Source: an optimization exercise on an open RTL-to-GDS flow (aim: small area and a short achievable clock period). Production flows keep margins and buffers that such runs may drop.
RTL that was checked went through simulation tests only; none was proved equivalent to the original.
Only the layout flow was run in runs 1, 2, 5 and 6; the RTL was not checked for function there.
No run shown here takes its clock network from TritonCTS; it comes from the design's own scripts or RTL.
The flow treats the clock pin as an ideal source. Dropping or thinning the clock tree relies on that and would not hold on a real chip.
Power and IR drop assume default switching activity.

File: standard.sh
#!/bin/bash
# synth_recipe.tcl (not shown) runs the flow's synth.tcl, then flattens the netlist and writes it again
# the make line also repeats each setting of config.mk as NAME=value (left out here)
make -C /OpenROAD-flow-scripts/flow DESIGN_CONFIG=/design/flow/config.mk WORK_HOME=/design/flow/orfs CLKGATE_MAP_FILE= SYNTH_SCRIPT=/design/flow/synth_recipe.tcl "${@:-finish}"
File: design.v
`timescale 1ns/1ps
module sync_fifo #(
    parameter WIDTH = 32,
    parameter DEPTH = 8,
    parameter ADDR_WIDTH = $clog2(DEPTH)
)(
    i_clk,
    i_rstn,
    i_wren,
    i_rden,
    i_wdata,
    o_rdata,
    o_empty,
    o_full
);
    input           i_clk;
    input           i_rstn;
    input           i_wren;
    input           i_rden;
    input [31:0]    i_wdata;
    output [31:0]   o_rdata;
    output          o_empty;
    output          o_full;
    reg  [31:0] head;            
    reg  [31:0] mem [0:6];       
    reg  [2:0]  rptr;            
    reg  [2:0]  wptr;            
    reg         nempty;          
    reg         one;             
    reg         full;            
    reg         nempty_o;        
    reg         full_o;          
    reg  [6:0]  rsel;            
    wire        empty = ~nempty;
    function [2:0] lfsr_next;
        input [2:0] s;
        lfsr_next = {s[1:0], s[2] ^ s[1]};
    endfunction
    wire [2:0] rptr_nx = lfsr_next(rptr);
    wire [2:0] wptr_nx = lfsr_next(wptr);
    wire       two   = (wptr == rptr_nx);    
    wire       seven = (rptr == wptr_nx);    
    wire [6:0] wslot;
    genvar g;
    generate
        for (g = 0; g < 7; g = g + 1) begin : g_dec
            assign wslot[g] = nempty & (wptr == g + 1);
        end
    endgenerate
    wire       hold;     
    wire       sel_w;    
    wire [6:0] sel_m;    
    wire [6:0] mem_we;   
    sync_fifo_andn2 u_hold  (.a(nempty), .b(i_rden), .y(hold));
    sync_fifo_a21o  u_selw  (.a1(one), .a2(i_rden), .b1(empty), .y(sel_w));
    generate
        for (g = 0; g < 7; g = g + 1) begin : g_gate
            sync_fifo_and2 u_selm (.a(i_rden), .b(rsel[g]),  .y(sel_m[g]));
            sync_fifo_and2 u_we   (.a(i_wren), .b(wslot[g]), .y(mem_we[g]));
        end
    endgenerate
    wire       rd_adv    = i_rden & (~one | i_wren);
    wire       wr_adv    = i_wren & nempty;
    wire [2:0] rptr_n    = rd_adv ? rptr_nx : rptr;
    wire       nempty_n  = i_wren | ~sel_w;
    wire       one_n     = (empty & i_wren) | (one & (i_wren == i_rden)) | (two & i_rden & ~i_wren);
    wire       full_n    = ~i_rden & (full | (i_wren & seven));
    wire [6:0] rsel_n;
    generate
        for (g = 0; g < 7; g = g + 1) begin : g_rsel
            assign rsel_n[g] = nempty_n & ~one_n & (rptr_n == g + 1);
        end
    endgenerate
    wire [31:0] head_nx;
    generate
        for (g = 0; g < 32; g = g + 1) begin : g_head
            wire y0, y1, y2;
            sync_fifo_aoi222 u0 (.a1(hold), .b1(head[g]), .a2(sel_w), .b2(i_wdata[g]), .a3(sel_m[0]), .b3(mem[0][g]), .y(y0));
            sync_fifo_aoi222 u1 (.a1(sel_m[1]), .b1(mem[1][g]), .a2(sel_m[2]), .b2(mem[2][g]), .a3(sel_m[3]), .b3(mem[3][g]), .y(y1));
            sync_fifo_aoi222 u2 (.a1(sel_m[4]), .b1(mem[4][g]), .a2(sel_m[5]), .b2(mem[5][g]), .a3(sel_m[6]), .b3(mem[6][g]), .y(y2));
            sync_fifo_nand3  u3 (.a(y0), .b(y1), .c(y2), .y(head_nx[g]));
        end
    endgenerate
    always @(posedge i_clk) begin
        head <= head_nx;
    end
    generate
        for (g = 0; g < 7; g = g + 1) begin : g_mem
            always @(posedge i_clk)
                if (mem_we[g])
                    mem[g] <= i_wdata;
        end
    endgenerate
    always @(posedge i_clk or negedge i_rstn) begin
        if (!i_rstn) begin
            rptr     <= 3'd1;
            wptr     <= 3'd1;
            nempty   <= 1'b0;
            one      <= 1'b0;
            full     <= 1'b0;
            nempty_o <= 1'b0;
            full_o   <= 1'b0;
        end else begin
            rptr     <= rptr_n;
            if (wr_adv) wptr <= wptr_nx;
            nempty   <= nempty_n;
            one      <= one_n;
            full     <= full_n;
            nempty_o <= nempty_n;
            full_o   <= full_n;
        end
    end
    always @(posedge i_clk) begin
        rsel <= rsel_n;
    end
    assign o_rdata = head;
    assign o_empty = ~nempty_o;
    assign o_full  = full_o;
endmodule
module sync_fifo_aoi222 (
    input  a1, b1, a2, b2, a3, b3,
    output y
);
    assign y = ~((a1 & b1) | (a2 & b2) | (a3 & b3));
endmodule
module sync_fifo_nand3 (
    input  a, b, c,
    output y
);
    assign y = ~(a & b & c);
endmodule
module sync_fifo_and2 (
    input  a, b,
    output y
);
    assign y = a & b;
endmodule
module sync_fifo_andn2 (
    input  a, b,
    output y
);
    assign y = a & ~b;
endmodule
module sync_fifo_a21o (
    input  a1, a2, b1,
    output y
);
    assign y = (a1 & a2) | b1;
endmodule
File: config.mk
export PLATFORM = sky130hd
export DESIGN_NAME = sync_fifo
export DESIGN_NICKNAME = sync_fifo
export VERILOG_FILES = /design/flow/design.v
export SDC_FILE = /design/flow/constraint.sdc
export NUM_CORES = 4
export LEC_CHECK = 0
export CAP_MARGIN = 20
export CORE_MARGIN = 2
export CORE_UTILIZATION = 50
export SETUP_SLACK_MARGIN = 2.1
export SLEW_MARGIN = 20
export SYNTH_HIERARCHICAL = 1
export SYNTH_MINIMUM_KEEP_SIZE = 0
File: flow/run.sh
#!/bin/bash
# Own layout flow: the standard flow (standard.sh) with a hand-built
# two-level clock tree (flow/mcts.tcl) in place of TritonCTS, and small
# port buffers. Each step's full output goes to a log file in this folder;
# ORFS's per-step logs are under orfs/logs/.
set -euo pipefail
W=$(pwd)
EXTRA=(
  "BUFFER_PORTS_ARGS=-buffer_cell sky130_fd_sc_hd__buf_2"
  "PRE_CTS_TCL=$W/flow/mcts.tcl"
)
bash standard.sh "${EXTRA[@]}" synth > synth.log 2>&1
bash standard.sh "${EXTRA[@]}" finish > layout.log 2>&1
File: flow/mcts.tcl
proc mcts_bisect {sinks depth axis} {
  if {$depth == 0 || [llength $sinks] < 2} { return [list $sinks] }
  set idx [expr {$axis == 0 ? 1 : 2}]
  set s [lsort -real -index $idx $sinks]
  set h [expr {[llength $s] / 2}]
  set a [lrange $s 0 [expr {$h - 1}]]
  set b [lrange $s $h end]
  set na [expr {1 - $axis}]
  return [concat [mcts_bisect $a [expr {$depth - 1}] $na] [mcts_bisect $b [expr {$depth - 1}] $na]]
}
proc mcts_centroid {items} {
  set sx 0.0; set sy 0.0
  foreach s $items { set sx [expr {$sx + [lindex $s 1]}]; set sy [expr {$sy + [lindex $s 2]}] }
  set n [llength $items]
  return [list [expr {int($sx / $n)}] [expr {int($sy / $n)}]]
}
proc mcts_build {clk_port mid_depth leaf_depth mid_cell leaf_cell} {
  set block [ord::get_db_block]
  set db [ord::get_db]
  set clknet [[$block findBTerm $clk_port] getNet]
  set sinks {}
  foreach it [$clknet getITerms] {
    set bb [[$it getInst] getBBox]
    lappend sinks [list $it [expr {([$bb xMin] + [$bb xMax]) / 2}] [expr {([$bb yMin] + [$bb yMax]) / 2}]]
  }
  set mids [mcts_bisect $sinks $mid_depth 0]
  set m 0
  foreach mid $mids {
    set minst [odb::dbInst_create $block [$db findMaster $mid_cell] "clkbuf_mid_$m"]
    set mnet [odb::dbNet_create $block "clknet_mid_$m"]
    $mnet setSigType CLOCK
    [$minst findITerm A] connect $clknet
    [$minst findITerm X] connect $mnet
    set leaves [mcts_bisect $mid [expr {$leaf_depth - $mid_depth}] [expr {$mid_depth % 2}]]
    set lc {}
    set l 0
    foreach leaf $leaves {
      set linst [odb::dbInst_create $block [$db findMaster $leaf_cell] "clkbuf_leaf_${m}_$l"]
      set lnet [odb::dbNet_create $block "clknet_leaf_${m}_$l"]
      $lnet setSigType CLOCK
      foreach s $leaf { set it [lindex $s 0]; $it disconnect; $it connect $lnet }
      [$linst findITerm A] connect $mnet
      [$linst findITerm X] connect $lnet
      set c [mcts_centroid $leaf]
      $linst setLocation [lindex $c 0] [lindex $c 1]
      $linst setPlacementStatus PLACED
      lappend lc [list x [lindex $c 0] [lindex $c 1]]
      puts "mcts: leaf ${m}_$l drives [llength $leaf] sinks"
      incr l
    }
    set c [mcts_centroid $lc]
    $minst setLocation [lindex $c 0] [lindex $c 1]
    $minst setPlacementStatus PLACED
    incr m
  }
  $clknet setSigType CLOCK
}

# Used as PRE_CTS_TCL: build the tree here, then make the CTS step's own
# clock_tree_synthesis call a no-op so the rest of ORFS's CTS step
# (legalisation, timing repair, writing results) runs unchanged.
mcts_build i_clk 2 4 sky130_fd_sc_hd__clkbuf_16 sky130_fd_sc_hd__clkbuf_8
set_propagated_clock [all_clocks]
rename clock_tree_synthesis orig_clock_tree_synthesis
proc clock_tree_synthesis {args} { puts "clock tree built by flow/mcts.tcl" }
File: constraint.sdc
create_clock -name core_clock -period 3.6 [get_ports {i_clk}]
set_input_delay 0.7200 -clock core_clock [delete_from_list [all_inputs] [get_ports {i_clk}]]
set_output_delay 0.7200 -clock core_clock [all_outputs]
set_load 0.01 [all_outputs]
==> flow_metrics.py, run 1 <==
metrics = {
    "synth": {
        "synth_edf_count": 224,
        "ys_async_sr_fraction_pct": 3.31,
        "yosysMostFrequentCell": "edfxtp_1",
        "yosysSeqAreaShare_pct": 81.7,
        "synth_warnings": 9,
        "yosys-top-cells-area": "edfxtp_1 71%, a222oi_1 10%, dfxtp_1 8.2%",
        "netlist_area_um2": 9470,
        "synth_commonest_cells": "224 x edfxtp_1, 96 x a222oi_1, 39 x dfxtp_1",
        "syn-num-nets": 527,
        "synth.avg_cell_area_um2": 19.3,
        "ys_seq_elements": 272,
        "synth_top_cell_area_share_pct": 71.0,
        "synth_top_area_cell": "edfxtp_1",
        "yosysUniqueCellTypes": 35,
        "netlist_instances": 491,
        "synth_ff_type": "edfxtp_1",
    },
    "floorplanning": {
        "ios": 70,
        "die_w_um": 142,
        "core_area_um2": 18600,
        "rows": 50,
        "fp.dieArea_um2": 20100,
        "start_util_pct": 50.8,
        "fp.dieH_um": 142,
    },
    "run_status": {
        "outcome": "no timing/DRC/antenna violations",
    },
    "layout": {
        "fin_nets": 698,
        "layout.cells.non_filler": 895,
        "fill_cells": 1300,
        "multiInputGateArea_um2": 2050,
        "syn_to_final_growth_pct": 27.1,
        "drive_gt1_share_pct": 40.0,
        "seqCellArea_um2": 7780,
    },
    "clock_tree": {
        "clk_pin_slew_ps": 110,
        "insertion_delay_ps": 310,
        "hold_buffers": 0,
    },
    "setup_path": {
        "critPathKind": "register to output port",
        "arrival_ps": 930,
        "slowest_delay_ps": 460,
        "cp_slowest_cell": "dfrtp_2",
        "crit_path_end_kind": "output port",
        "cp_cell_sequence": "inv_4 -> buf_6",
        "r2r_slack_ps": 1990,
        "critPathRequiredTime_ps": 2880,
        "critPathMaxFanout": 4,
        "start_kind": "register",
    },
    "sta": {
        "finalMaxSlewViolations": 0,
        "hold_viol_final": 0,
        "setup_tns_ps": 0,
        "worstMarginPinSlew_ps": 375,
        "min_period_over_period_pct": 45.8,
        "finClkSkew_ps": 13.4,
        "max_clock_freq_ghz": 0.606,
        "relSlewSlack_pct": 75.0,
        "rsz0062_at_grt": "true",
        "fin_crit_ps": 1650,
        "setup_viol": 0,
    },
    "global_route": {
        "grt_max_degree": 32,
        "grt_pass1_wl_um": 37700,
        "gr-total-overflow": 0,
        "antenna_found_initial": 1,
        "grt_pass1_vias": 5914,
        "grtUsageTotal_pct": 25.7,
    },
    "detailed_routing": {
        "drc": 0,
        "drt_iter0_drc": 878,
        "wl_per_cell_um": 30.1,
        "routed_wirelength_um": 26900,
        "ant_nets": 0,
        "first_pass_iters": 6,
        "routed_via_density": 6.63,
        "dr_total_vias": 5933,
    },
    "placement": {
        "dpl.hpwl_um": 10400,
        "port_buffers": 69,
        "placed_cells": 788,
        "gp_congestion": 0.761,
    },
    "power": {
        "ir_worst_vdd_v": 0.000391,
        "p_leak_nw": 4.11,
        "p_per_area_nw_per_um2": 603,
    },
    "hold_path": {
        "hold_path_class": "input port to asynchronous set/reset pin",
    },
    "flow_run": {
        "drv_cap": 0,
    },
}
where the power goes:
group	internal [mW]	total [mW]	switching (mW)
sequential	3.68	3.91	0.227
clock	0.605	1.46	0.852
combinational	0.966	1.89	0.927
total	5.25	7.26	2.01
cell families (layout without fill, tap and decap cells):
family          count (synthesis)  after routing  synth area share [%]
flops                         272            272                  81.7
other cells                     0              1                     0
simple gates                   85            103                  5.03
buf+inv                        12            162                 0.634
xor+xnor                       10             10                  1.07
mux                             3              3                 0.357
compound gates                109            110                  11.2
Yosys stat by module (local to each module, per instance):
module / flip-flops and latches / cells / copies in the design
sync_fifo_and2: 0 / 1 / 14
sync_fifo_aoi222: 0 / 1 / 96
sync_fifo_andn2: 0 / 1 / 1
sync_fifo: 272 / 347 / 1
sync_fifo_nand3: 0 / 1 / 32
sync_fifo_a21o: 0 / 1 / 1
path summary, 6_finish.rpt:
check,start,to,cells past startpoint
min in group core_clock,mem[2][4],head[4],2
min reg2reg,mem[2][4],head[4],2
min,i_rstn,rptr[2],1
max,nempty,o_empty,2
max in group asynchronous,i_rstn,wptr[0],1
max reg2reg,nempty,mem[1][11],6
placed cells by master (no fill, tap or decap), types with 2 or more instances in the layout:
cell type / count
buf_6: 47
buf_2: 35
xor2_1: 2
a21o_4: 2
nor2_1: 2
mux2_2: 3
o22a_1: 2
clkbuf_16: 8
o21ai_1: 3
clkbuf_8: 16
dfstp_2: 2
dfxtp_2: 32
nor2b_4: 3
edfxtp_1: 224
dfxtp_1: 7
inv_1: 3
buf_12: 28
and2_4: 31
dfrtp_2: 6
xnor2_1: 7
nor3_2: 4
nand3_1: 34
nor2_4: 6
nand2_1: 8
nor2b_1: 2
buf_4: 22
nand2b_4: 3
a222oi_1: 96
critical path, delay by kind of cell (launching register included):
kind	cells	cell delay [ps]
DFF	1	460
buffers and inverters	2	170
sequential cells by signal (all words and copies together) (netlist names):
signal  count
rptr        3
nempty      1
wptr        3
head       32
mem       224
one         1
rsel        7
full        1
per-layer routing:
| metal | GRT usage, % | share of wire, % | vias to the layer above |
|---|---|---|---|
| met5 | 0 | 0 | - |
| met4 | 6.11 | 2.1 | 0 |
| met3 | 3.81 | 9.9 | 40 |
| met2 | 42.7 | 49 | 340 |
| met1 | 36.3 | 39 | 3034 |
| li1 | - | - | 2519 |
cell type report:
| type | instances | area share, % |
|---|---|---|
| multi-input combinational | 226 | 17.0 |
| antenna | 1 | 0.0208 |
| inverter | 4 | 0.146 |
| sequential | 272 | 64.7 |
| buffer | 20 | 2.66 |
| tap | 234 | 2.43 |
| timing repair buffer | 138 | 13.1 |
timing repair:
action / in CTS / in global routing
endpoints found under the hold margin: 0 / 0
pin swaps: 59 / 37
gates cloned: 20 / 4
buffers inserted: 53 / 9
endpoints found under the setup margin: 297 / 280
resized for setup: 84 / 56
through the flow:
step	hold WS, ps	util [%]	setup slack (ps)	area, um^2	total power [mW]
after floorplan	424	-	2000	9600	4.71
after global placement	446	54.6	1410	10200	5.19
after detailed placement	450	54.6	1370	10200	5.22
after CTS	251	62.2	1940	11600	7.03
after global routing	248	64.5	1900	12000	7.54
final	255	64.6	1950	12000	7.26
==> inputs of run 2 (changes only) <==
--- a/config.mk
+++ b/config.mk
@@ -9,3 +9,3 @@
 export CORE_MARGIN = 2
-export CORE_UTILIZATION = 50
+export CORE_UTILIZATION = 40
 export SETUP_SLACK_MARGIN = 2.1
==> flow_metrics.py, run 2 <==
metrics = {
    "detailed_routing": {
        "ant_nets": 0,
        "drt_iter0_drc": 911,
        "wl_per_cell_um": 27.2,
        "routed_via_density": 6.05,
        "routed_wirelength_um": 26300,
        "drc": 0,
        "first_pass_iters": 6,
        "dr_total_vias": 5849,
    },
    "synth": {
        "synth.avg_cell_area_um2": 19.3,
        "synth_warnings": 9,
        "synth_edf_count": 224,
        "yosysUniqueCellTypes": 35,
        "synth_top_area_cell": "edfxtp_1",
        "ys_async_sr_fraction_pct": 3.31,
        "yosysMostFrequentCell": "edfxtp_1",
        "synth_ff_type": "edfxtp_1",
        "synth_commonest_cells": "224 x edfxtp_1, 96 x a222oi_1, 39 x dfxtp_1",
        "yosysSeqAreaShare_pct": 81.7,
        "netlist_instances": 491,
        "syn-num-nets": 527,
        "ys_seq_elements": 272,
        "yosys-top-cells-area": "edfxtp_1 71%, a222oi_1 10%, dfxtp_1 8.2%",
        "netlist_area_um2": 9470,
        "synth_top_cell_area_share_pct": 71.0,
    },
    "setup_path": {
        "r2r-end": "head[26]",
        "cp_cell_sequence": "inv_4 -> buf_6",
        "slowest_delay_ps": 450,
        "critPathMaxFanout": 3,
        "reg2reg_from": "nempty",
        "worstPathBufferInverterCount": 2,
        "crit_path_end_kind": "output port",
        "r2r_slack_ps": 2030,
        "critPathRequiredTime_ps": 2880,
        "start_kind": "register",
        "cp_slowest_cell": "dfrtp_2",
        "arrival_ps": 910,
        "critPathKind": "register to output port",
        "critPathTopFamily": "flip-flops",
        "reg2reg_depth": 5,
    },
    "power": {
        "seq_power_share_pct": 54.3,
        "switching_share_pct": 27.7,
        "p_total_mw": 7.17,
        "power.internal_mw": 5.19,
        "combPwrFrac_pct": 25.4,
        "p_leak_nw": 4.00,
        "p_clk_share_pct": 20.2,
        "p_sw_mw": 1.99,
        "p_per_area_nw_per_um2": 603,
        "ir_worst_vdd_v": 0.000404,
    },
    "sta": {
        "min_period_over_period_pct": 45.3,
        "fin_crit_ps": 1630,
        "relSlewSlack_pct": 69.4,
        "rsz0062_at_grt": "true",
        "finalMaxSlewViolations": 0,
        "setup_tns_ps": 0,
        "worstMarginPinSlew_ps": 458,
        "max_clock_freq_ghz": 0.613,
        "whs_ps": 241,
        "setup_viol": 0,
        "hold_viol_final": 0,
        "finClkSkew_ps": 16.4,
    },
    "flow_run": {
        "drv_cap": 0,
    },
    "floorplanning": {
        "ios": 70,
        "start_util_pct": 40.6,
        "die_w_um": 158,
        "fp.dieH_um": 158,
        "rows": 56,
        "fp.dieArea_um2": 24900,
        "core_area_um2": 23300,
    },
    "layout": {
        "final_common_cell": "edfxtp_1",
        "syn_to_final_growth_pct": 25.6,
        "final_util_pct": 51.0,
        "regMostFlops": "mem",
        "fill_cells": 1917,
        "layout.cells.non_filler": 967,
        "drive_gt1_share_pct": 38.4,
        "largest_register_ffs": 224,
        "mostFrequentLayoutCells": "224 x edfxtp_1, 96 x a222oi_1, 40 x buf_2",
        "reg_top3": "mem (224), head (32), rsel (7)",
        "fin_nets": 684,
    },
    "clock_tree": {
        "clk_pin_slew_ps": 110,
        "insertion_delay_ps": 310,
        "hold_buffers": 0,
    },
    "global_route": {
        "antenna_found_initial": 3,
        "grt_pass1_wl_um": 37100,
        "grt_max_degree": 28,
        "grt_pass1_vias": 5947,
        "gr-total-overflow": 0,
        "grtUsageTotal_pct": 20.4,
    },
    "placement": {
        "port_buffers": 69,
        "placed_cells": 872,
        "dpl.hpwl_um": 10800,
        "gp_congestion": 0.752,
    },
    "hold_path": {
        "hold_path_class": "input port to asynchronous set/reset pin",
    },
    "run_status": {
        "outcome": "no timing/DRC/antenna violations",
    },
}
[run 2: area by class of cell]
type                    count  area (um^2)  share of cell area (%)
flip-flops and latches    272         7780                    65.4
inverters                   4         17.5                   0.147
diodes                      2         5.00                  0.0421
repair buffers            128         1380                    11.6
plain buffers              20          320                    2.69
well taps                 319          399                    3.36
multi-input cells         222         1990                    16.7
[run 2: logic make-up (layout without fill, tap and decap cells)]
logic type | after synthesis | in the layout | share of synthesized area (%)
buffers and inverters | 12 | 152 | 0.634
and+or+nand+nor | 85 | 99 | 5.03
other | 0 | 2 | 0
muxes | 3 | 3 | 0.357
xor gates and xnor gates | 10 | 10 | 1.07
DFF | 272 | 272 | 81.7
AOI/OAI and AO/OA | 109 | 110 | 11.2
[run 2: through the flow]
| step | worst slack [ps] | cell area [um^2] |
|---|---|---|
| 3_3_place_gp | 1470 | 10300 |
| 3_5_place_dp | 1420 | 10300 |
| 4_1_cts | 1970 | 11700 |
| 2_1_floorplan | 2000 | 9600 |
| 6_report | 1970 | 11900 |
| 5_1_grt | 1930 | 11900 |
[run 2: per-module statistics from Yosys, one instance, submodules excluded]
| module | area (um^2) | copies in the design | cells |
|---|---|---|---|
| sync_fifo_andn2 | 13.8 | 1 | 1 |
| sync_fifo_a21o | 7.51 | 1 | 1 |
| sync_fifo_aoi222 | 10.0 | 96 | 1 |
| sync_fifo_and2 | 6.26 | 14 | 1 |
| sync_fifo_nand3 | 5.00 | 32 | 1 |
| sync_fifo | 8240 | 1 | 347 |
[run 2: worst max path at each step]
stage / start / end / slack [ps] / cells after the start
after floorplan: i_rden / rsel[3] / 2000 / 4
after global placement: i_rden / rsel[6] / 1470 / 5
after detailed placement: i_rden / head[13] / 1420 / 5
after CTS: nempty / o_empty / 1970 / 2
after global routing: nempty / o_empty / 1930 / 2
final: nempty / o_empty / 1970 / 2
[run 2: power by group through the flow]
stage / logic [mW] / registers [mW] / clock network [mW]
6_report: 1.82 / 3.90 / 1.45
5_1_grt: 1.94 / 3.92 / 1.59
4_1_cts: 1.68 / 3.88 / 1.48
3_5_place_dp: 1.35 / 3.90 / 0
3_3_place_gp: 1.30 / 3.89 / 0
2_1_floorplan: 0.818 / 3.90 / 0
[run 2: metal layers]
metal | up-vias | GRT usage, % | part of all wire, %
li1 | 2500 | - | -
met1 | 2954 | 27.0 | 38
met5 | - | 0 | 0.049
met2 | 339 | 34.0 | 48
met3 | 54 | 4.41 | 11
met4 | 2 | 6.02 | 2.6
[run 2: repair_timing]
action,CTS,global route
buffers inserted,47,7
gates cloned,18,1
pin swaps,50,34
resized for setup,89,37
endpoints found under the setup margin,294,275
==> inputs of run 3 (changes only) <==
--- a/design.v
+++ b/design.v
@@ -67,2 +67,6 @@
     wire       full_n    = ~i_rden & (full | (i_wren & seven));
+    wire       nempty_on;
+    wire       full_on;
+    sync_fifo_orn2   u_ne_o (.a(i_wren), .b(sel_w), .y(nempty_on));
+    sync_fifo_fullnx u_fu_o (.rd(i_rden), .wr(i_wren), .full(full), .seven(seven), .y(full_on));
     wire [6:0] rsel_n;
@@ -108,4 +112,4 @@
             full     <= full_n;
-            nempty_o <= nempty_n;
-            full_o   <= full_n;
+            nempty_o <= nempty_on;
+            full_o   <= full_on;
         end
@@ -149 +153,13 @@
 endmodule
+module sync_fifo_orn2 (
+    input  a, b,
+    output y
+);
+    assign y = a | ~b;
+endmodule
+module sync_fifo_fullnx (
+    input  rd, wr, full, seven,
+    output y
+);
+    assign y = ~rd & (full | (wr & seven));
+endmodule
--- a/config.mk
+++ b/config.mk
@@ -10,3 +10,3 @@
 export CORE_UTILIZATION = 40
-export SETUP_SLACK_MARGIN = 2.1
+export SETUP_SLACK_MARGIN = 2.15
 export SLEW_MARGIN = 20
==> flow_metrics.py, run 3 <==
metrics = {
    "synth": {
        "synthMuxAreaShare_pct": 0.236,
        "synth_top_cell_area_share_pct": 70.4,
        "yosysMostFrequentCell": "edfxtp_1",
        "synth_edf_count": 224,
        "yosys.area_share.adder_pct": 0,
        "synth_compound_area_share_pct": 11.4,
        "synth_top_area_cell": "edfxtp_1",
        "netlist_instances": 500,
        "yosys-top-cells-area": "edfxtp_1 70%, a222oi_1 10%, dfxtp_1 8.2%",
        "synth_top_family_by_area": "compound AO/OA/AOI/OAI gates",
        "synth.avg_cell_area_um2": 19.1,
        "syn-num-nets": 536,
        "synth_commonest_cells": "224 x edfxtp_1, 96 x a222oi_1, 39 x dfxtp_1",
        "synth_warnings": 9,
        "synth_xor_area_share_pct": 0.877,
        "ys_seq_elements": 274,
        "synth_ff_type": "edfxtp_1",
        "netlist_area_um2": 9560,
        "yosysSeqAreaShare_pct": 81.5,
        "yosysUniqueCellTypes": 38,
        "synth-simple-area-share_pct": 5.35,
        "ys_async_sr_fraction_pct": 4.01,
    },
    "detailed_routing": {
        "wl_per_cell_um": 28.8,
        "ant_nets": 0,
        "routed_via_density": 6.16,
        "drc": 0,
        "dr_total_vias": 6243,
        "dr_wl_met2_um": 13800,
        "first_pass_iters": 6,
        "wl_met3_um": 3290,
        "routed_wirelength_um": 29200,
        "wl_met1_um": 11200,
        "top_layer": "met5",
        "drt_iter0_drc": 1040,
    },
    "layout": {
        "mostFrequentLayoutCells": "224 x edfxtp_1, 96 x a222oi_1, 42 x buf_6",
        "final_common_cell": "edfxtp_1",
        "syn_to_final_growth_pct": 30.5,
        "fill_cells": 1844,
        "reg_top3": "mem (224), head (32), rsel (7)",
        "regMostFlops": "mem",
        "fin_nets": 731,
        "largest_register_ffs": 224,
        "layout.cells.non_filler": 1014,
        "final_util_pct": 53.1,
        "drive_gt1_share_pct": 41.7,
    },
    "power": {
        "ir_worst_vdd_v": 0.000394,
        "p_sw_mw": 2.12,
        "combPwrFrac_pct": 27.8,
        "p_clk_share_pct": 19.5,
        "seq_power_share_pct": 52.7,
        "p_per_area_nw_per_um2": 602,
        "switching_share_pct": 28.3,
        "power.internal_mw": 5.39,
        "p_leak_nw": 4.29,
    },
    "sta": {
        "setup_tns_ps": 0,
        "fin_crit_ps": 1670,
        "finalWorstSetupSlack_ps": 1930,
        "whs_ps": 267,
        "rsz0062_at_grt": "true",
        "min_period_over_period_pct": 46.5,
        "relSlewSlack_pct": 63.3,
        "hold_viol_final": 0,
        "finalMaxSlewViolations": 0,
        "max_clock_freq_ghz": 0.597,
        "worstMarginPinSlew_ps": 548,
        "finClkSkew_ps": 12.6,
        "setup_viol": 0,
    },
    "setup_path": {
        "critPathKind": "register to register",
        "critPathMaxFanout": 6,
        "critPathRequiredTime_ps": 3630,
        "arrival_ps": 1700,
        "start_kind": "register",
        "cp_slowest_cell": "dfstp_2",
        "cpMostUsedCell": "buf_12",
        "crit_path_end_kind": "register",
        "slowest_delay_ps": 600,
        "cp_cell_sequence": "nand2_4 -> nor3_4 -> and2_4 -> buf_12 -> buf_12",
    },
    "placement": {
        "dpl.hpwl_um": 11100,
        "dp_slack_ps": 1370,
        "port_buffers": 69,
        "gp_congestion": 0.739,
        "placed_cells": 882,
    },
    "clock_tree": {
        "clk_pin_slew_ps": 110,
        "hold_buffers": 0,
        "insertion_delay_ps": 300,
    },
    "floorplanning": {
        "start_util_pct": 40.7,
        "die_w_um": 159,
        "rows": 56,
        "fp.dieArea_um2": 25100,
        "ios": 70,
        "core_area_um2": 23500,
        "fp.dieH_um": 159,
    },
    "global_route": {
        "gr-total-overflow": 0,
        "antenna_found_initial": 3,
        "grt_pass1_wl_um": 40300,
        "grtUsageTotal_pct": 22.2,
        "grt_max_degree": 28,
        "grt_pass1_vias": 6122,
    },
    "hold_path": {
        "hold_path_class": "input port to asynchronous set/reset pin",
    },
    "run_status": {
        "outcome": "no timing/DRC/antenna violations",
    },
    "flow_run": {
        "drv_cap": 0,
    },
}
run 3: critical path, delay by kind of cell (launching register included):
family	cells	cell delay, ps
buffers and inverters	2	230
and+or+nand+nor	3	560
DFF	1	600
run 3: per-stage QoR:
step / cell area [um^2] / power (mW)
2_1_floorplan: 9680 / 4.75
3_3_place_gp: 10400 / 5.24
3_5_place_dp: 10400 / 5.28
4_1_cts: 12100 / 7.32
5_1_grt: 12500 / 7.78
6_report: 12500 / 7.51
run 3: final timing paths:
check,start,endpoint,slack [ps],cells after the start
setup reg to reg,wptr[0],mem[0][10],1930,5
hold reg to reg,mem[2][13],head[13],480,2
hold / removal,i_rstn,rptr[1],270,1
max in group asynchronous,i_rstn,wptr[0],3060,1
setup / recovery,wptr[0],mem[0][10],1930,5
min in group core_clock,mem[2][13],head[13],480,2
run 3: layout make-up:
type                            count  area, um^2  share of cell area [%]
Antenna cell                        2        5.00                  0.0401
Timing Repair Buffer              155        1750                    14.0
Multi-Input combinational cell    239        2130                    17.1
Tap cell                          319         399                    3.20
Inverter                            5        26.3                   0.211
Sequential cell                   274        7840                    62.9
Buffer                             20         320                    2.57
run 3: per-layer routing:
layer | vias to the layer above | GRT usage (%)
met1 | 3210 | 30.0
met3 | 52 | 5.31
met2 | 367 | 36.7
li1 | 2612 | -
met4 | 2 | 4.93
met5 | - | 0
run 3: cells by family after synthesis:
group | count (synthesis)
AOI/OAI and AO/OA | 113
muxes | 2
buffers and inverters | 13
and+or+nand+nor | 90
DFF | 274
xor gates and xnor gates | 8
run 3: power by group through the flow:
stage | combinational, mW | clock [mW] | sequential (mW)
CTS | 1.86 | 1.49 | 3.97
detailed placement | 1.35 | 0 | 3.93
floorplan | 0.824 | 0 | 3.92
global route | 2.20 | 1.59 | 3.98
finish | 2.08 | 1.47 | 3.96
global placement | 1.31 | 0 | 3.93
run 3: Yosys stat by module, one instance, submodules excluded:
module / cells / cell area (um^2) / flip-flops and latches / times used
sync_fifo_and2: 1 / 6.26 / 0 / 14
sync_fifo_fullnx: 2 / 8.76 / 0 / 1
sync_fifo_aoi222: 1 / 10.0 / 0 / 96
sync_fifo_andn2: 1 / 13.8 / 0 / 1
sync_fifo_nand3: 1 / 5.00 / 0 / 32
sync_fifo: 353 / 8310 / 274 / 1
sync_fifo_a21o: 1 / 7.51 / 0 / 1
sync_fifo_orn2: 1 / 6.26 / 0 / 1
run 3: timing repair:
item                                    4_1_cts  5_1_grt
hold endpoints to repair                      0        0
gates cloned                                 27        4
buffers inserted                             59       20
endpoints found under the setup margin      300      297
pin swaps                                    33       59
resized for setup                           122       21
==> inputs of run 4 (changes only) <==
--- a/config.mk
+++ b/config.mk
@@ -10,3 +10,3 @@
 export CORE_UTILIZATION = 40
-export SETUP_SLACK_MARGIN = 2.15
+export SETUP_SLACK_MARGIN = 2.05
 export SLEW_MARGIN = 20
==> flow_metrics.py, run 4 <==
metrics = {
    "run_status": {
        "outcome": "no timing/DRC/antenna violations",
    },
    "setup_path": {
        "critPathRequiredTime_ps": 3620,
        "cp.depth": 4,
        "reg2reg_depth": 4,
        "cp_slowest_cell": "dfstp_2",
        "crit_path_end_kind": "register",
        "arrival_ps": 1600,
        "r2r-end": "mem[0][22]",
        "crit_start": "wptr[0]",
        "r2r_slack_ps": 2020,
        "critPathKind": "register to register",
        "reg2reg_from": "wptr[0]",
        "cp_cell_sequence": "nand2_4 -> nor3_4 -> and2_4 -> buf_12",
        "worstPathBufferInverterCount": 1,
        "start_kind": "register",
        "crit_end": "mem[0][22]",
        "critPathTopFamily": "flip-flops",
        "slowest_delay_ps": 580,
        "critPathMaxFanout": 6,
    },
    "layout": {
        "syn_to_final_growth_pct": 21.9,
        "drive_gt1_share_pct": 33.7,
        "mostFrequentLayoutCells": "224 x edfxtp_1, 96 x a222oi_1, 63 x buf_2",
        "design_area_um2": 11600,
        "final_common_cell": "edfxtp_1",
        "fin_nets": 682,
        "reg_top3": "mem (224), head (32), rsel (7)",
        "diodes": 0,
        "regMostFlops": "mem",
        "largest_register_ffs": 224,
    },
    "clock_tree": {
        "insertion_delay_ps": 310,
        "hold_buffers": 0,
        "clk_pin_slew_ps": 110,
    },
    "detailed_routing": {
        "wl_per_cell_um": 26.2,
        "routed_wirelength_um": 25200,
        "first_pass_iters": 6,
        "dr_total_vias": 5778,
        "drc": 0,
        "ant_nets": 0,
        "drt_iter0_drc": 1032,
        "routed_via_density": 6.00,
    },
    "floorplanning": {
        "core_area_um2": 23500,
        "fp.dieArea_um2": 25100,
        "start_util_pct": 40.7,
        "fp.dieH_um": 159,
        "die_w_um": 159,
        "ios": 70,
        "rows": 56,
    },
    "synth": {
        "synth_commonest_cells": "224 x edfxtp_1, 96 x a222oi_1, 39 x dfxtp_1",
        "ys_seq_elements": 274,
        "synth.avg_cell_area_um2": 19.1,
        "yosys-top-cells-area": "edfxtp_1 70%, a222oi_1 10%, dfxtp_1 8.2%",
        "ys_async_sr_fraction_pct": 4.01,
        "netlist_instances": 500,
        "synth_top_cell_area_share_pct": 70.4,
        "synth-simple-area-share_pct": 5.35,
        "synth_ff_type": "edfxtp_1",
        "synth_top_family_by_area": "compound AO/OA/AOI/OAI gates",
        "yosysMostFrequentCell": "edfxtp_1",
        "yosysUniqueCellTypes": 38,
        "synth_edf_count": 224,
        "synth_warnings": 9,
        "yosys.area_share.adder_pct": 0,
        "synthMuxAreaShare_pct": 0.236,
        "synth_xor_area_share_pct": 0.877,
        "netlist_area_um2": 9560,
        "synth_compound_area_share_pct": 11.4,
        "syn-num-nets": 536,
        "yosysSeqAreaShare_pct": 81.5,
        "synth_top_area_cell": "edfxtp_1",
    },
    "sta": {
        "finClkSkew_ps": 17.1,
        "max_clock_freq_ghz": 0.633,
        "hold_viol_final": 0,
        "min_period_over_period_pct": 43.9,
        "fin_crit_ps": 1580,
        "finalWorstSetupSlack_ps": 2020,
        "worstMarginPinSlew_ps": 524,
        "relSlewSlack_pct": 65.0,
        "setup_viol": 0,
        "setup_tns_ps": 0,
        "finalMaxSlewViolations": 0,
        "rsz0062_at_grt": "true",
    },
    "hold_path": {
        "hold_path_class": "input port to asynchronous set/reset pin",
    },
    "global_route": {
        "met1_usage_pct": 26.4,
        "grt_pass1_vias": 5719,
        "gr-total-overflow": 0,
        "grt_pass1_wl_um": 35000,
        "grtUsageMet2_pct": 31.4,
        "use_met3_pct": 2.83,
        "busiest_layer": "met2",
        "grt_max_degree": 33,
        "grtUsageTotal_pct": 18.8,
        "antenna_found_initial": 1,
    },
    "power": {
        "ir_worst_vdd_v": 0.000331,
        "p_leak_nw": 3.94,
        "p_per_area_nw_per_um2": 593,
        "p_total_mw": 6.91,
    },
    "flow_run": {
        "drv_cap": 0,
    },
    "placement": {
        "dp_slack_ps": 1310,
        "port_buffers": 69,
        "placed_area_um2": 10300,
        "dpl.hpwl_um": 10800,
        "gp_congestion": 0.721,
    },
}
run 4: cell counts after synthesis:
Identical to the previous run, type by type.
run 4: per-layer routing:
metal  vias up  share of wire [%]
met1      2910                 40
met4         2                2.1
met2       319                 47
met3        55                 11
met5         -              0.052
li1       2492                  -
run 4: how the worst min path moves through the flow:
stage                from       end  cells after the start
2_1_floorplan      i_rstn      full                      0
3_3_place_gp   mem[2][25]  head[25]                      2
3_5_place_dp    mem[2][0]   head[0]                      2
4_1_cts            i_rstn   rptr[1]                      1
5_1_grt            i_rstn    full_o                      1
6_report           i_rstn    full_o                      1
run 4: area by class of cell:
class | instances | area (um^2)
buffer | 20 | 320
fill | 1943 | 11800
inverter | 5 | 18.8
multi-input combinational | 226 | 1970
sequential | 274 | 7820
tap | 319 | 399
timing repair buffer | 119 | 1120
run 4: power breakdown:
part	total (mW)	switching [mW]	internal (mW)	leakage, nW
Clock	1.46	0.858	0.605	0.164
Combinational	1.55	0.855	0.696	1.31
Sequential	3.89	0.206	3.69	2.47
Total	6.91	1.92	4.99	3.94
run 4: logic make-up (layout without fill, tap and decap cells):
| family | count (synthesis) | count (layout) |
|---|---|---|
| flip-flops | 274 | 274 |
| XOR/XNOR | 8 | 8 |
| AO/OA/AOI/OAI | 113 | 114 |
| buffers and inverters | 13 | 144 |
| AND/OR/NAND/NOR | 90 | 102 |
| multiplexers | 2 | 2 |
run 4: worst reg2reg max path, cell delays in order, from the launching register on:
cell and delay, ps:
dfstp_2 580, nand2_4 90, nor3_4 190, and2_4 270, buf_12 150
run 4: timing repair:
action,in CTS,in global routing
setup buffers,39,10
cloned,9,4
pin swaps,8,10
endpoints found under the setup margin,273,262
resized for setup,34,35
run 4: Yosys stat by module, one instance, submodules excluded:
module	cell area, um^2	flip-flops and latches	cells inside	times used
sync_fifo_fullnx	8.76	0	2	1
sync_fifo_and2	6.26	0	1	14
sync_fifo_aoi222	10.0	0	1	96
sync_fifo_andn2	13.8	0	1	1
sync_fifo	8310	274	353	1
sync_fifo_nand3	5.00	0	1	32
sync_fifo_orn2	6.26	0	1	1
sync_fifo_a21o	7.51	0	1	1
run 4: metrics by stage:
stage	cells	util [%]	hold slack [ps]
6_report	963	49.6	262
5_1_grt	963	49.6	272
4_1_cts	949	48.7	270
3_5_place_dp	881	44.0	453
3_3_place_gp	881	44.0	449
2_1_floorplan	500	-	424
==> inputs of run 5 (changes only) <==
--- a/design.v
+++ b/design.v
@@ -28,2 +28,3 @@
     reg         nempty;          
+    reg         nempty_h;        
     reg         one;             
@@ -36,3 +37,3 @@
         input [2:0] s;
-        lfsr_next = {s[1:0], s[2] ^ s[1]};
+        lfsr_next = {s[1:0], ~(s[2] ^ s[1])};
     endfunction
@@ -46,3 +47,3 @@
         for (g = 0; g < 7; g = g + 1) begin : g_dec
-            assign wslot[g] = nempty & (wptr == g + 1);
+            assign wslot[g] = nempty & (wptr == g);
         end
@@ -53,4 +54,4 @@
     wire [6:0] mem_we;   
-    sync_fifo_andn2 u_hold  (.a(nempty), .b(i_rden), .y(hold));
-    sync_fifo_a21o  u_selw  (.a1(one), .a2(i_rden), .b1(empty), .y(sel_w));
+    sync_fifo_andn2 u_hold  (.a(nempty_h), .b(i_rden), .y(hold));
+    sync_fifo_a21bo u_selw  (.a1(one), .a2(i_rden), .b1n(nempty_h), .y(sel_w));
     generate
@@ -68,4 +69,6 @@
     wire       nempty_on;
+    wire       nempty_hn;
     wire       full_on;
     sync_fifo_orn2   u_ne_o (.a(i_wren), .b(sel_w), .y(nempty_on));
+    sync_fifo_orn2   u_ne_h (.a(i_wren), .b(sel_w), .y(nempty_hn));
     sync_fifo_fullnx u_fu_o (.rd(i_rden), .wr(i_wren), .full(full), .seven(seven), .y(full_on));
@@ -74,3 +77,3 @@
         for (g = 0; g < 7; g = g + 1) begin : g_rsel
-            assign rsel_n[g] = nempty_n & ~one_n & (rptr_n == g + 1);
+            assign rsel_n[g] = nempty_n & ~one_n & (rptr_n == g);
         end
@@ -99,5 +102,6 @@
         if (!i_rstn) begin
-            rptr     <= 3'd1;
-            wptr     <= 3'd1;
+            rptr     <= 3'd0;
+            wptr     <= 3'd0;
             nempty   <= 1'b0;
+            nempty_h <= 1'b0;
             one      <= 1'b0;
@@ -110,2 +114,3 @@
             nempty   <= nempty_n;
+            nempty_h <= nempty_hn;
             one      <= one_n;
@@ -147,7 +152,7 @@
 endmodule
-module sync_fifo_a21o (
-    input  a1, a2, b1,
+module sync_fifo_a21bo (
+    input  a1, a2, b1n,
     output y
 );
-    assign y = (a1 & a2) | b1;
+    assign y = (a1 & a2) | ~b1n;
 endmodule
==> flow_metrics.py, run 5 <==
metrics = {
    "setup_path": {
        "crit_end": "mem[0][11]",
        "critPathMaxFanout": 7,
        "r2r-end": "mem[0][11]",
        "crit_start": "wptr[0]",
        "reg2reg_from": "wptr[0]",
        "crit_path_end_kind": "register",
        "critPathRequiredTime_ps": 3620,
        "start_kind": "register",
        "reg2reg_depth": 4,
        "critPathKind": "register to register",
        "r2r_slack_ps": 1970,
        "arrival_ps": 1650,
    },
    "synth": {
        "syn-num-nets": 535,
        "yosysMostFrequentCell": "edfxtp_1",
        "synth_warnings": 9,
        "ys_async_sr_fraction_pct": 4.36,
        "synth_top_area_cell": "edfxtp_1",
        "netlist_instances": 499,
        "synth_ff_type": "edfxtp_1",
        "synth.avg_cell_area_um2": 19.3,
        "yosysSeqAreaShare_pct": 81.3,
        "synth_commonest_cells": "224 x edfxtp_1, 96 x a222oi_1, 39 x dfxtp_1",
        "synth_edf_count": 224,
        "netlist_area_um2": 9610,
        "synth_top_cell_area_share_pct": 70.0,
        "ys_seq_elements": 275,
        "yosys-top-cells-area": "edfxtp_1 70%, a222oi_1 10%, dfxtp_1 8.1%",
        "yosysUniqueCellTypes": 40,
    },
    "floorplanning": {
        "core_area_um2": 23500,
        "fp.dieArea_um2": 25300,
        "die_w_um": 159,
        "fp.dieH_um": 159,
        "rows": 56,
        "ios": 70,
        "start_util_pct": 40.8,
    },
    "placement": {
        "dpl.hpwl_um": 10700,
        "gp_congestion": 0.685,
        "port_buffers": 69,
    },
    "sta": {
        "worstMarginPinSlew_ps": 605,
        "fin_crit_ps": 1630,
        "max_clock_freq_ghz": 0.614,
        "setup_tns_ps": 0,
        "finClkSkew_ps": 18.1,
        "relSlewSlack_pct": 59.7,
        "min_period_over_period_pct": 45.3,
        "setup_viol": 0,
        "rsz0062_at_grt": "true",
        "hold_viol_final": 0,
        "finalMaxSlewViolations": 0,
    },
    "hold_path": {
        "hold_path_class": "input port to asynchronous set/reset pin",
    },
    "layout": {
        "mostFrequentLayoutCells": "224 x edfxtp_1, 96 x a222oi_1, 63 x buf_2",
        "regMostFlops": "mem",
        "fill_cells": 1953,
        "fin_nets": 686,
        "reg_top3": "mem (224), head (32), rsel (7)",
        "largest_register_ffs": 224,
        "syn_to_final_growth_pct": 22.4,
        "final_common_cell": "edfxtp_1",
        "drive_gt1_share_pct": 34.7,
    },
    "global_route": {
        "antenna_found_initial": 3,
        "grt_pass1_wl_um": 36800,
        "gr-total-overflow": 0,
        "grt_max_degree": 33,
        "grtUsageTotal_pct": 19.3,
        "grt_pass1_vias": 5888,
    },
    "detailed_routing": {
        "first_pass_iters": 5,
        "drt_iter0_drc": 1041,
        "dr_total_vias": 5957,
        "ant_nets": 0,
        "routed_wirelength_um": 27300,
        "routed_via_density": 6.15,
        "wl_per_cell_um": 28.1,
        "drc": 0,
    },
    "power": {
        "combPwrFrac_pct": 31.6,
        "p_total_mw": 8.69,
        "seq_power_share_pct": 51.3,
        "p_clk_share_pct": 17.0,
        "p_per_area_nw_per_um2": 739,
        "p_leak_nw": 4.02,
        "power.internal_mw": 5.98,
        "ir_worst_vdd_v": 0.000375,
        "switching_share_pct": 31.3,
        "p_sw_mw": 2.72,
    },
    "clock_tree": {
        "insertion_delay_ps": 310,
        "clk_pin_slew_ps": 110,
    },
    "run_status": {
        "outcome": "no timing/DRC/antenna violations",
    },
    "flow_run": {
        "drv_cap": 0,
    },
}
## run 5: cell count changes in the layout (fill, tap and decap cells not counted), sizes merged, moves of 2 or more
cell,delta
a21bo,+3
a21o,-3
a21oi,-3
a2bb2oi,+3
buf,-3
clkbuf,+5
dfrtp,+3
dfstp,-2
diode,+2
nand2,+2
nor3b,+4
o21ai,-2
o22a,-2
## run 5: final cells by class
cell class	instances	area, um^2	area share (%)
tap	319	399	3.39
buffer	20	320	2.72
multi-input combinational	228	2030	17.3
timing repair buffer	121	1160	9.83
sequential	275	7840	66.6
inverter	4	15.0	0.128
antenna	2	5.00	0.0425
## run 5: per-layer routing
layer	up-vias	wire (um)	GRT usage [%]
met4	0	728	4.67
li1	2507	-	-
met2	358	12600	32.0
met3	54	3300	2.76
met5	-	0	0
met1	3038	10700	27.1
## run 5: timing repair
action	CTS	global route
pin swaps	19	10
setup buffers	33	13
setup endpoints to repair	276	212
cloned	11	9
hold buffers	0	0
gates resized for setup	45	29
## run 5: cell families (layout without fill, tap and decap cells)
kind of cell    after synthesis  count (layout)  share of synthesized area (%)
buf+inv                      11             145                          0.586
flops                       275             275                           81.3
simple gates                 94             108                           5.72
compound gates              109             110                           11.2
other cells                   0               2                              0
xor+xnor                      7               7                          0.794
mux                           3               3                          0.469
## run 5: worst min path at each step
stage,startpoint,end,slack (ps),cells past startpoint
after floorplan,i_rstn,full,420,0
after global placement,mem[2][7],head[7],440,2
after detailed placement,mem[2][22],head[22],450,2
after CTS,i_rstn,full_o,280,1
after global routing,i_rstn,full_o,270,1
final,i_rstn,rptr[2],260,1
## run 5: power by group through the flow
stage	Clock (mW)	Combinational (mW)	Sequential, mW
6_report	1.48	2.75	4.46
5_1_grt	1.61	2.90	4.52
4_1_cts	1.50	2.41	4.45
3_5_place_dp	0	1.91	4.49
3_3_place_gp	0	1.86	4.46
2_1_floorplan	0	1.24	4.41
## run 5: worst max-delay path: stages (launching register included)
cell       delay [ps]
dfrtp_2           450
nand2b_4          200
nor3_4            240
and2_4            270
clkbuf_16         180
## run 5: Yosys stat by module, one instance, submodules excluded
module	area, um^2	flops+latches	copies in the design	cells inside
sync_fifo	8350	275	1	351
sync_fifo_andn2	13.8	0	1	1
sync_fifo_a21bo	10.0	0	1	1
sync_fifo_aoi222	10.0	0	96	1
sync_fifo_fullnx	8.76	0	1	2
sync_fifo_and2	6.26	0	14	1
sync_fifo_orn2	6.26	0	2	1
sync_fifo_nand3	5.00	0	32	1
## run 5: stage by stage
| step | worst slack (ps) | instance area, um^2 | hold WS, ps | instances | util [%] |
|---|---|---|---|---|---|
| finish | 1970 | 11800 | 262 | 969 | 50.0 |
| global route | 1970 | 11800 | 273 | 968 | 50.0 |
| CTS | 2030 | 11400 | 279 | 945 | 48.4 |
| detailed placement | 1260 | 10400 | 452 | 881 | 44.1 |
| global placement | 1320 | 10400 | 444 | 881 | 44.1 |
| floorplan | 2040 | 9670 | 424 | 499 | - |
==> inputs of run 6 (changes only) <==
--- a/config.mk
+++ b/config.mk
@@ -10,2 +10,3 @@
 export CORE_UTILIZATION = 40
+export PLACE_DENSITY = 0.8
 export SETUP_SLACK_MARGIN = 2.05
==> flow_metrics.py, run 6 <==
metrics = {
    "sta": {
        "finalWorstSetupSlack_ps": 2000,
        "relSlewSlack_pct": 67.1,
        "finClkSkew_ps": 18.9,
        "finalMaxSlewViolations": 0,
        "max_clock_freq_ghz": 0.626,
        "worstMarginPinSlew_ps": 493,
        "rsz0062_at_grt": "true",
        "setup_tns_ps": 0,
        "min_period_over_period_pct": 44.3,
        "setup_viol": 0,
        "whs_ps": 276,
        "hold_viol_final": 0,
        "fin_crit_ps": 1600,
    },
    "detailed_routing": {
        "wl_per_cell_um": 27.6,
        "routed_via_density": 6.22,
        "dr_total_vias": 5986,
        "first_pass_iters": 9,
        "drt_iter0_drc": 1054,
        "ant_nets": 0,
        "routed_wirelength_um": 26600,
        "drc": 0,
    },
    "power": {
        "ir_worst_vdd_v": 0.000535,
        "p_leak_nw": 3.96,
        "p_per_area_nw_per_um2": 740,
    },
    "synth": {
        "netlist_area_um2": 9610,
        "synth_ff_type": "edfxtp_1",
        "syn-num-nets": 535,
        "synth_commonest_cells": "224 x edfxtp_1, 96 x a222oi_1, 39 x dfxtp_1",
        "synth.avg_cell_area_um2": 19.3,
        "synth_top_cell_area_share_pct": 70.0,
        "ys_seq_elements": 275,
        "ys_async_sr_fraction_pct": 4.36,
        "yosysSeqAreaShare_pct": 81.3,
        "netlist_instances": 499,
        "yosys-top-cells-area": "edfxtp_1 70%, a222oi_1 10%, dfxtp_1 8.1%",
        "synth_top_area_cell": "edfxtp_1",
        "yosysMostFrequentCell": "edfxtp_1",
        "synth_edf_count": 224,
        "yosysUniqueCellTypes": 40,
        "synth_warnings": 9,
    },
    "setup_path": {
        "critPathRequiredTime_ps": 3610,
        "cp_slowest_cell": "dfrtp_2",
        "critPathKind": "register to register",
        "slowest_delay_ps": 490,
        "cp_cell_sequence": "buf_4 -> nor3_4 -> and2_4 -> buf_12",
        "arrival_ps": 1610,
        "critPathMaxFanout": 16,
        "crit_path_end_kind": "register",
        "start_kind": "register",
    },
    "layout": {
        "drive_gt1_share_pct": 34.0,
        "final_common_cell": "edfxtp_1",
        "final_util_pct": 49.4,
        "fin_nets": 677,
        "reg_top3": "mem (224), head (32), rsel (7)",
        "mostFrequentLayoutCells": "224 x edfxtp_1, 96 x a222oi_1, 61 x buf_2",
        "syn_to_final_growth_pct": 21.1,
        "largest_register_ffs": 224,
        "regMostFlops": "mem",
        "design_area_um2": 11600,
    },
    "run_status": {
        "outcome": "no timing/DRC/antenna violations",
    },
    "clock_tree": {
        "hold_buffers": 0,
        "insertion_delay_ps": 310,
        "clk_pin_slew_ps": 100,
    },
    "placement": {
        "dpl.hpwl_um": 10700,
        "port_buffers": 69,
        "gp_congestion": 0.740,
        "dp_slack_ps": 1320,
        "placed_area_um2": 10400,
    },
    "floorplanning": {
        "ios": 70,
        "start_util_pct": 40.8,
        "fp.dieArea_um2": 25300,
        "die_w_um": 159,
        "rows": 56,
        "core_area_um2": 23500,
        "fp.dieH_um": 159,
    },
    "flow_run": {
        "drv_cap": 0,
    },
    "global_route": {
        "grt_pass1_wl_um": 37000,
        "grt_max_degree": 33,
        "antenna_found_initial": 5,
        "grt_pass1_vias": 5791,
        "gr-total-overflow": 0,
        "grtUsageTotal_pct": 19.5,
    },
    "hold_path": {
        "hold_path_class": "input port to asynchronous set/reset pin",
    },
}
run 6: timing repair:
item	in CTS	in global routing
setup buffers	22	14
endpoints found under the setup margin	271	276
cloned	19	3
pin swaps	17	15
resized for setup	47	36
run 6: layer usage:
| layer | part of all wire (%) | global-route usage (%) | up-vias |
|---|---|---|---|
| li1 | - | - | 2495 |
| met1 | 35 | 26.2 | 2908 |
| met2 | 47 | 31.1 | 517 |
| met3 | 15 | 5.42 | 64 |
| met4 | 2.9 | 5.79 | 2 |
| met5 | 0.053 | 0 | - |
run 6: modules after synthesis, one instance, submodules excluded:
module	cell area, um^2	flip-flops and latches	times used	cells
sync_fifo_orn2	6.26	0	2	1
sync_fifo_nand3	5.00	0	32	1
sync_fifo_a21bo	10.0	0	1	1
sync_fifo_and2	6.26	0	14	1
sync_fifo_andn2	13.8	0	1	1
sync_fifo	8350	275	1	351
sync_fifo_fullnx	8.76	0	1	2
sync_fifo_aoi222	10.0	0	96	1
run 6: worst paths after layout:
path                            start        end  slack [ps]  cells past startpoint
min in group core_clock    mem[2][29]   head[29]         470                      2
hold / removal                 i_rstn     full_o         280                      1
setup reg to reg              wptr[1]  mem[0][5]        2000                      4
hold reg to reg            mem[2][29]   head[29]         470                      2
setup / recovery              wptr[1]  mem[0][5]        2000                      4
max in group asynchronous      i_rstn        one        3080                      1
run 6: power breakdown:
group	switching (mW)	internal, mW	total [mW]
Clock	0.855	0.605	1.46
Combinational	1.49	1.16	2.65
Sequential	0.369	4.13	4.50
Total	2.72	5.89	8.61
run 6: worst max-delay path, delay by kind of cell, from the launching register on:
kind | cells | cell delay [ps]
flip-flops | 1 | 490
AND/OR/NAND/NOR | 2 | 450
buffers and inverters | 2 | 340
run 6: cell type report:
| class | instances | area, um^2 |
|---|---|---|
| buffer | 20 | 320 |
| antenna | 4 | 10.0 |
| tap | 319 | 399 |
| timing repair buffer | 108 | 971 |
| multi-input combinational | 232 | 2080 |
| fill | 1913 | 11900 |
| sequential | 275 | 7840 |
| inverter | 4 | 15.0 |
run 6: cells by family (layout without fill, tap and decap cells):
group           Yosys count  after routing  synth area share (%)
simple gates             94            112                  5.72
xor+xnor                  7              7                 0.794
mux                       3              3                 0.469
other cells               0              4                     0
flops                   275            275                  81.3
compound gates          109            110                  11.2
buf+inv                  11            132                 0.586
run 6: metrics by stage:
stage                     power, mW  std cells
after floorplan                5.65        499
after global placement         6.26        880
after detailed placement       6.36        880
after CTS                      8.24        941
after global routing           8.92        960
final                          8.61        962
==> inputs of run 7 (changes only) <==
--- a/design.v
+++ b/design.v
@@ -34,2 +34,3 @@
     reg  [6:0]  rsel;            
+    reg  [6:0]  wslot;           
     wire        empty = ~nempty;
@@ -43,9 +44,3 @@
     wire       seven = (rptr == wptr_nx);    
-    wire [6:0] wslot;
     genvar g;
-    generate
-        for (g = 0; g < 7; g = g + 1) begin : g_dec
-            assign wslot[g] = nempty & (wptr == g);
-        end
-    endgenerate
     wire       hold;     
@@ -65,2 +60,3 @@
     wire [2:0] rptr_n    = rd_adv ? rptr_nx : rptr;
+    wire [2:0] wptr_n    = wr_adv ? wptr_nx : wptr;
     wire       nempty_n  = i_wren | ~sel_w;
@@ -75,5 +71,7 @@
     wire [6:0] rsel_n;
+    wire [6:0] wslot_n;
     generate
         for (g = 0; g < 7; g = g + 1) begin : g_rsel
-            assign rsel_n[g] = nempty_n & ~one_n & (rptr_n == g);
+            assign rsel_n[g]  = nempty_n & ~one_n & (rptr_n == g);
+            assign wslot_n[g] = nempty_n & (wptr_n == g);
         end
@@ -112,3 +110,3 @@
             rptr     <= rptr_n;
-            if (wr_adv) wptr <= wptr_nx;
+            wptr     <= wptr_n;
             nempty   <= nempty_n;
@@ -122,3 +120,4 @@
     always @(posedge i_clk) begin
-        rsel <= rsel_n;
+        rsel  <= rsel_n;
+        wslot <= wslot_n;
     end
--- a/config.mk
+++ b/config.mk
@@ -9,4 +9,4 @@
 export CORE_MARGIN = 2
-export CORE_UTILIZATION = 40
-export PLACE_DENSITY = 0.8
+export CORE_UTILIZATION = 50
+export PLACE_DENSITY = 0.85
 export SETUP_SLACK_MARGIN = 2.05
==> flow_metrics.py, run 7 <==
metrics = {
    "detailed_routing": {
        "dr_total_vias": 5818,
        "drc": 0,
        "first_pass_iters": 6,
        "wl_per_cell_um": 27.4,
        "routed_wirelength_um": 24100,
        "drt_iter0_drc": 1169,
        "routed_via_density": 6.61,
        "ant_nets": 0,
    },
    "synth": {
        "synth_top_cell_area_share_pct": 69.5,
        "synth_ff_type": "edfxtp_1",
        "ys_async_sr_fraction_pct": 4.26,
        "yosysUniqueCellTypes": 35,
        "yosysSeqAreaShare_pct": 82.2,
        "netlist_instances": 504,
        "synth.avg_cell_area_um2": 19.2,
        "ys_seq_elements": 282,
        "synth_edf_count": 224,
        "syn-num-nets": 540,
        "synth_commonest_cells": "224 x edfxtp_1, 96 x a222oi_1, 46 x dfxtp_1",
        "yosysMostFrequentCell": "edfxtp_1",
        "synth_top_area_cell": "edfxtp_1",
        "synth_warnings": 9,
        "yosys-top-cells-area": "edfxtp_1 70%, a222oi_1 9.9%, dfxtp_1 9.5%",
        "netlist_area_um2": 9670,
    },
    "floorplanning": {
        "start_util_pct": 51.4,
        "fp.dieH_um": 143,
        "die_w_um": 143,
        "core_area_um2": 18800,
        "rows": 50,
        "ios": 70,
        "fp.dieArea_um2": 20500,
    },
    "sta": {
        "min_period_over_period_pct": 45.3,
        "rsz0062_at_grt": "true",
        "finalWorstSetupSlack_ps": 1970,
        "finClkSkew_ps": 13.9,
        "fin_crit_ps": 1630,
        "relSlewSlack_pct": 57.0,
        "max_clock_freq_ghz": 0.613,
        "setup_tns_ps": 0,
        "setup_viol": 0,
        "hold_viol_final": 0,
        "worstMarginPinSlew_ps": 644,
        "finalMaxSlewViolations": 0,
    },
    "setup_path": {
        "critPathMaxFanout": 32,
        "critPathRequiredTime_ps": 3740,
        "start_kind": "input port",
        "reg2reg_depth": 4,
        "r2r-end": "head[12]",
        "r2r_slack_ps": 1980,
        "arrival_ps": 1780,
        "critPathKind": "input port to register",
        "reg2reg_from": "one",
        "crit_path_end_kind": "register",
    },
    "global_route": {
        "grt_pass1_wl_um": 34100,
        "busiest_layer": "met2",
        "use_met3_pct": 4.16,
        "grtUsageTotal_pct": 22.3,
        "gr-total-overflow": 0,
        "met1_usage_pct": 28.9,
        "grt_pass1_vias": 5858,
        "grtUsageMet2_pct": 38.9,
        "antenna_found_initial": 3,
        "grt_max_degree": 33,
    },
    "layout": {
        "reg_top3": "mem (224), head (32)",
        "seqCellArea_um2": 7980,
        "drive_gt1_share_pct": 29.1,
        "syn_to_final_growth_pct": 16.0,
        "fin_nets": 656,
        "regMostFlops": "mem",
        "fill_cells": 1335,
        "multiInputGateArea_um2": 1870,
        "final_common_cell": "edfxtp_1",
        "final_util_pct": 59.6,
        "mostFrequentLayoutCells": "224 x edfxtp_1, 96 x a222oi_1, 65 x buf_2",
        "largest_register_ffs": 224,
    },
    "run_status": {
        "outcome": "no timing/DRC/antenna violations",
    },
    "power": {
        "p_per_area_nw_per_um2": 751,
        "ir_worst_vdd_v": 0.000448,
        "p_leak_nw": 3.82,
        "p_clk_share_pct": 17.1,
        "p_sw_mw": 2.58,
        "seq_power_share_pct": 55.8,
        "combPwrFrac_pct": 27.1,
        "switching_share_pct": 30.6,
        "power.internal_mw": 5.85,
        "p_total_mw": 8.43,
    },
    "clock_tree": {
        "clk_pin_slew_ps": 100,
        "insertion_delay_ps": 310,
        "hold_buffers": 0,
    },
    "placement": {
        "dp_slack_ps": 1290,
        "gp_congestion": 0.873,
        "dpl.hpwl_um": 11300,
        "port_buffers": 69,
    },
    "hold_path": {
        "hold_path_class": "input port to asynchronous set/reset pin",
    },
    "flow_run": {
        "drv_cap": 0,
    },
}
run 7: cell type report:
| cell class | instances | area share [%] |
|---|---|---|
| well taps | 260 | 2.90 |
| repair buffers | 93 | 6.08 |
| plain buffers | 20 | 2.85 |
| multi-input cells | 214 | 16.7 |
| inverters | 9 | 0.301 |
| diodes | 2 | 0.0446 |
| flip-flops and latches | 282 | 71.1 |
run 7: worst max path at each step:
stage	startpoint	end	cells past startpoint	slack [ps]
floorplan	i_rden	wslot[5]	5	2010
global placement	i_rden	wslot[5]	6	1390
detailed placement	i_wren	rsel[1]	4	1290
CTS	nempty_o	o_empty	2	2030
global route	i_rden	head[7]	4	1940
finish	i_rden	head[7]	4	1970
run 7: power by group through the flow:
stage / Sequential (mW) / Combinational (mW) / Clock [mW]
floorplan: 4.64 / 1.17 / 0
global placement: 4.66 / 1.80 / 0
detailed placement: 4.72 / 1.90 / 0
CTS: 4.66 / 2.04 / 1.46
global route: 4.76 / 2.41 / 1.58
finish: 4.70 / 2.28 / 1.44
run 7: cell families (layout without fill, tap and decap cells):
logic type,after synthesis,in the layout,share of synthesized area (%)
xor gates and xnor gates,10,10,1.05
DFF,282,282,82.2
and+or+nand+nor,85,90,4.83
AOI/OAI and AO/OA,108,109,10.9
muxes,5,5,0.530
other,0,2,0
buffers and inverters,14,122,0.569
run 7: critical path: stages:
cell and delay [ps]:
buf_16 120, and2_4 270, a222oi_1 450, nand3_1 190
run 7: metal layers:
| layer | up-vias | wire length [um] |
|---|---|---|
| li1 | 2438 | - |
| met1 | 2874 | 8330 |
| met2 | 449 | 12300 |
| met3 | 55 | 3040 |
| met4 | 2 | 481 |
| met5 | - | 11 |
run 7: what timing repair did:
item	in CTS	in global routing
gates cloned	6	3
resized for setup	23	36
pin swaps	14	9
setup endpoints to repair	282	88
setup buffers	5	16
run 7: Yosys stat by module, one instance, submodules excluded:
module	cells	flip-flops and latches	cell area [um^2]
sync_fifo	356	282	8420
sync_fifo_andn2	1	0	13.8
sync_fifo_a21bo	1	0	10.0
sync_fifo_aoi222	1	0	10.0
sync_fifo_fullnx	2	0	8.76
sync_fifo_and2	1	0	6.26
sync_fifo_orn2	1	0	6.26
sync_fifo_nand3	1	0	5.00
run 7: per-stage QoR:
step | cells | hold WS (ps) | instance area (um^2)
3_3_place_gp | 828 | 444 | 10400
2_1_floorplan | 504 | 424 | 9740
5_1_grt | 879 | 283 | 11200
3_5_place_dp | 828 | 456 | 10400
4_1_cts | 859 | 286 | 10900
6_report | 880 | 286 | 11200

[static timing again, ports no longer ideal]
The results above use ideal ports. As a check the final layouts listed here were re-extracted and re-timed, cells and wires unchanged.
Step 1 (the two cells are an assumption about what drives the block):
set clk [get_ports {i_clk}]
set_driving_cell -lib_cell sky130_fd_sc_hd__clkbuf_16 $clk
set_driving_cell -lib_cell sky130_fd_sc_hd__buf_2 [delete_from_list [all_inputs] $clk]
Step 2, shift: input delay + t, output delay - t, t = (earliest + latest rising clock arrival at the registers) / 2. This alone moves slack from input paths to output paths.
a / b / c = ideal ports / drivers / drivers and shift; a / b = the first two.
run | shift t [ns] | setup WS [ns] | worst slew at a driven data input, ns | pins driven straight from the clock port
run 1 | 0.395 | 1.950 / 1.855 / 1.644 | 0.08 | 4
run 2 | 0.398 | 1.969 / 1.868 / 1.715 | 0.08 | 4
run 3 | 0.394 | 1.926 / 1.872 / 1.479 | 0.29 | 4
run 4 | 0.390 | 2.019 / 1.947 / 1.721 | 0.06 | 4
run 5 | 0.397 | 1.971 / 1.942 / 1.551 | 0.21 | 4
run 6 | 0.392 | 2.004 / 1.958 / 1.579 | 0.22 | 4
run 7 | 0.392 | 1.968 / 1.940 / 1.548 | 0.20 | 4
After both steps setup and hold are still met in every run listed. The setup slack of run 3, which loses most, moves by -0.054 ns with the drivers and by -0.447 ns with both steps.
